This is an optimization exercise on Yosys and OpenROAD, whose aim is small area, not a production implementation.
In this exercise RTL edits were held to simulation tests only and were not proved equivalent to the original.
The clock port is modelled as an ideal driver, which makes a skipped or thinned clock tree look cheaper than it is; a real chip needs a root buffer or a tree.
No activity file was given, so power comes from the tool's default toggle rates.

Setup of build 84:
Design top, start of the top module:
module top (
  input  logic hz100, reset,
  input  logic [19:0] pb,
  output logic [6:0] ss7, ss6, ss5, ss4, ss3, ss2, ss1, ss0
);
Size in the first run: roughly 78 I/O pins, roughly 0.0045 mm2 of cells after synthesis.
clock: 15.0 ns
lec_check: 0
cap_margin: 20
core_margin: 2
core_utilization: 60
place_density: 0.75
slew_margin: 20
standard.sh (not shown) runs the stock make flow with config.mk's settings and CLKGATE_MAP_FILE= SYNTH_SCRIPT=/design/flow/synth_recipe.tcl, a recipe that flattens the netlist after the stock synthesis.
==> flow/flow/run.sh <==
#!/bin/bash
# Own layout flow: the standard flow, with an area-oriented synthesis
# mapping (ABC script in flow/abc_area.script, full adders only, no half
# adders), the smallest buffer on the ports, and in place of the clock
# tree 4 clock buffers that each drive a group of registers (clk_post.tcl).
# Before the floorplan, the adder's carry chain is moved onto the full
# adders' fastest input (fa_pins.tcl).
set -euo pipefail
work=$(pwd)
{
  echo "proc abc {args} {"
  echo "  set i [lsearch -exact \$args -script]"
  echo "  if {\$i >= 0} { lset args [expr {\$i + 1}] $work/flow/abc_area.script }"
  echo "  yosys abc {*}\$args"
  echo "}"
  echo "proc extract_fa {args} { yosys extract_fa -fa }"
  cat synth_recipe.tcl
} > own_synth.tcl
export PRE_FLOORPLAN_TCL=$work/flow/fa_pins.tcl
export POST_CTS_TCL=$work/flow/clk_post.tcl
bash standard.sh SYNTH_SCRIPT=$work/own_synth.tcl \
  "BUFFER_PORTS_ARGS=-buffer_cell sky130_fd_sc_hd__buf_1" \
  "CTS_ARGS=-sink_clustering_enable -repair_clock_nets -dont_use_dummy_load -buf_list sky130_fd_sc_hd__clkbuf_8 -root_buf sky130_fd_sc_hd__clkbuf_8 -sink_clustering_size 30 -sink_clustering_max_diameter 200" \
  finish > flow_make.log 2>&1
==> flow/flow/abc_area.script <==
strash
  balance -l
 resub -K 6 -l
 rewrite -l
 resub -K 6 -N 2 -l
 refactor -l
 resub -K 8 -l
 balance -l
 resub -K 8 -N 2 -l
 rewrite -l
 resub -K 10 -l
 rewrite -z -l
 resub -K 10 -N 2 -l
 balance -l
 resub -K 12 -l
 refactor -z -l
 resub -K 12 -N 2 -l
 rewrite -z -l
 balance -l
  balance -l
 resub -K 6 -l
 rewrite -l
 resub -K 6 -N 2 -l
 refactor -l
 resub -K 8 -l
 balance -l
 resub -K 8 -N 2 -l
 rewrite -l
 resub -K 10 -l
 rewrite -z -l
 resub -K 10 -N 2 -l
 balance -l
 resub -K 12 -l
 refactor -z -l
 resub -K 12 -N 2 -l
 rewrite -z -l
 balance -l
 dch -f
 amap -F 8 -m
 topo
==> flow/flow/fa_pins.tcl <==
# PRE_FLOORPLAN hook: in a ripple carry chain of full adders, put the carry
# from the previous adder on the CIN pin, the fastest path to COUT. A full
# adder's outputs are symmetric in A, B and CIN, so this changes no logic.
set block [ord::get_db_block]
proc carry_in {net} {
  if {$net eq "NULL"} { return 0 }
  foreach it [$net getITerms] {
    if {[$it isOutputSignal] && [[$it getMTerm] getName] eq "COUT"} { return 1 }
  }
  return 0
}
set swapped 0
foreach inst [$block getInsts] {
  if {![string match "sky130_fd_sc_hd__fa_*" [[$inst getMaster] getName]]} { continue }
  set cin [$inst findITerm CIN]
  if {[carry_in [$cin getNet]]} { continue }
  foreach p {A B} {
    set it [$inst findITerm $p]
    set n [$it getNet]
    if {[carry_in $n]} {
      set m [$cin getNet]
      $it disconnect
      $cin disconnect
      $it connect $m
      $cin connect $n
      incr swapped
      break
    }
  }
}
puts "fa_pins: moved the carry to CIN on $swapped full adders"
Other scripts of this flow, unchanged in this note and not shown: flow/flow/clk_post.tcl
For build 15, these inputs were changed with respect to build 84:
-- flow/flow/abc_area.script --
<<< build 84, line 1
strash
  balance -l
 resub -K 6 -l
 rewrite -l
>>> build 15, line 1
strash
 balance -l
 resub -K 6 -l
 rewrite -l
<<< build 84, line 18
 rewrite -z -l
 balance -l
  balance -l
 resub -K 6 -l
 rewrite -l
>>> build 15, line 18
 rewrite -z -l
 balance -l
 balance -l
 resub -K 6 -l
 rewrite -l
<<< build 84, line 37
 balance -l
 dch -f
 amap -F 8 -m
 topo
>>> build 15, line 37
 balance -l
 dch -f
 amap
 topo
==> comparison <==
Build 15 ran to completion and came out clean on the timing, design-rule and antenna checks. When the final numbers for build 84 and build 15 were put side by side, the synthesized area turned out to be smaller in build 84. Between build 84 and build 15, the difference in core occupancy in the finished layout is negligible. Build 15 ended with more initial detailed-routing violation count than build 84. Detailed-routing iteration count for the pre-antenna-repair pass for build 15: 1 up relative to build 84. Build 15 ends up with a sequential share of layout area that is 0.16 points lower than in build 84. Across both runs, total power was lower for build 15 than for build 84. Going from build 84 to build 15, post-layout worst setup margin rose by 0.047 ns; length of routed met2 wiring fell by 5.0%; combined global-route utilization of all metal layers fell by 1.4 points; routed wire length fell by 4.2%.
The inputs of build 56 differ from those of build 15 as listed below.
-- flow/flow/run.sh --
<<< build 15, line 4
# adders), the smallest buffer on the ports, and in place of the clock
# tree 4 clock buffers that each drive a group of registers (clk_post.tcl).
# Before the floorplan, the adder's carry chain is moved onto the full
# adders' fastest input (fa_pins.tcl).
set -euo pipefail
work=$(pwd)
>>> build 56, line 4
# adders), the smallest buffer on the ports, and in place of the clock
# tree 4 clock buffers that each drive a group of registers (clk_post.tcl).
set -euo pipefail
work=$(pwd)
<<< build 15, line 17
  cat synth_recipe.tcl
} > own_synth.tcl
export PRE_FLOORPLAN_TCL=$work/flow/fa_pins.tcl
export POST_CTS_TCL=$work/flow/clk_post.tcl
bash standard.sh SYNTH_SCRIPT=$work/own_synth.tcl \
>>> build 56, line 15
  cat synth_recipe.tcl
} > own_synth.tcl
export POST_CTS_TCL=$work/flow/clk_post.tcl
bash standard.sh SYNTH_SCRIPT=$work/own_synth.tcl \
removed: flow/flow/fa_pins.tcl
==> summary.txt <==
Fraction of area in multi-input gates essentially unchanged between build 56 and build 15.
Net count of the finished layout ends up lower on build 15.
The via count of the first global-routing pass in build 56 was higher than what build 15 gave.
Compared with build 15, build 56 ends up with a larger final cell area.
Looking at maximum vdd ir drop across build 56 and build 15, the one that comes out lower is build 15.
No run of this note takes its clock network from TritonCTS; it comes from the design's own scripts or RTL.

## separate check: timing with driven ports
How much do the figures lean on ideal ports? The routed layouts below were timed once more, with nothing changed but the port constraints. Step 1 (the two cells are an assumption about what drives the block):
set clk [get_ports {hz100}]
set_driving_cell -lib_cell sky130_fd_sc_hd__clkbuf_16 $clk
set_driving_cell -lib_cell sky130_fd_sc_hd__buf_2 [delete_from_list [all_inputs] $clk]
Step 2, shift: input delay + t, output delay - t, t = (earliest + latest rising clock arrival at the registers) / 2. This alone moves slack from input paths to output paths. Three values: ideal ports, drivers, drivers and shift; two values: the first two.
| run | t (ns) | setup slack, ns | worst hold slack (ns) |
|---|---|---|---|
| build 84 | 0.231 | 0.408 / 0.452 / 0.221 | 0.398 / 0.398 / 0.398 |
| build 15 | 0.223 | 0.455 / 0.499 / 0.276 | 0.392 / 0.392 / 0.392 |
| build 56 | 0.221 | 0.368 / 0.410 / 0.189 | 0.407 / 0.407 / 0.407 |
After both steps every run listed still meets setup and hold. For build 84, which loses most, drivers alone change the setup slack by +0.044 ns; drivers and shift together by -0.187 ns.
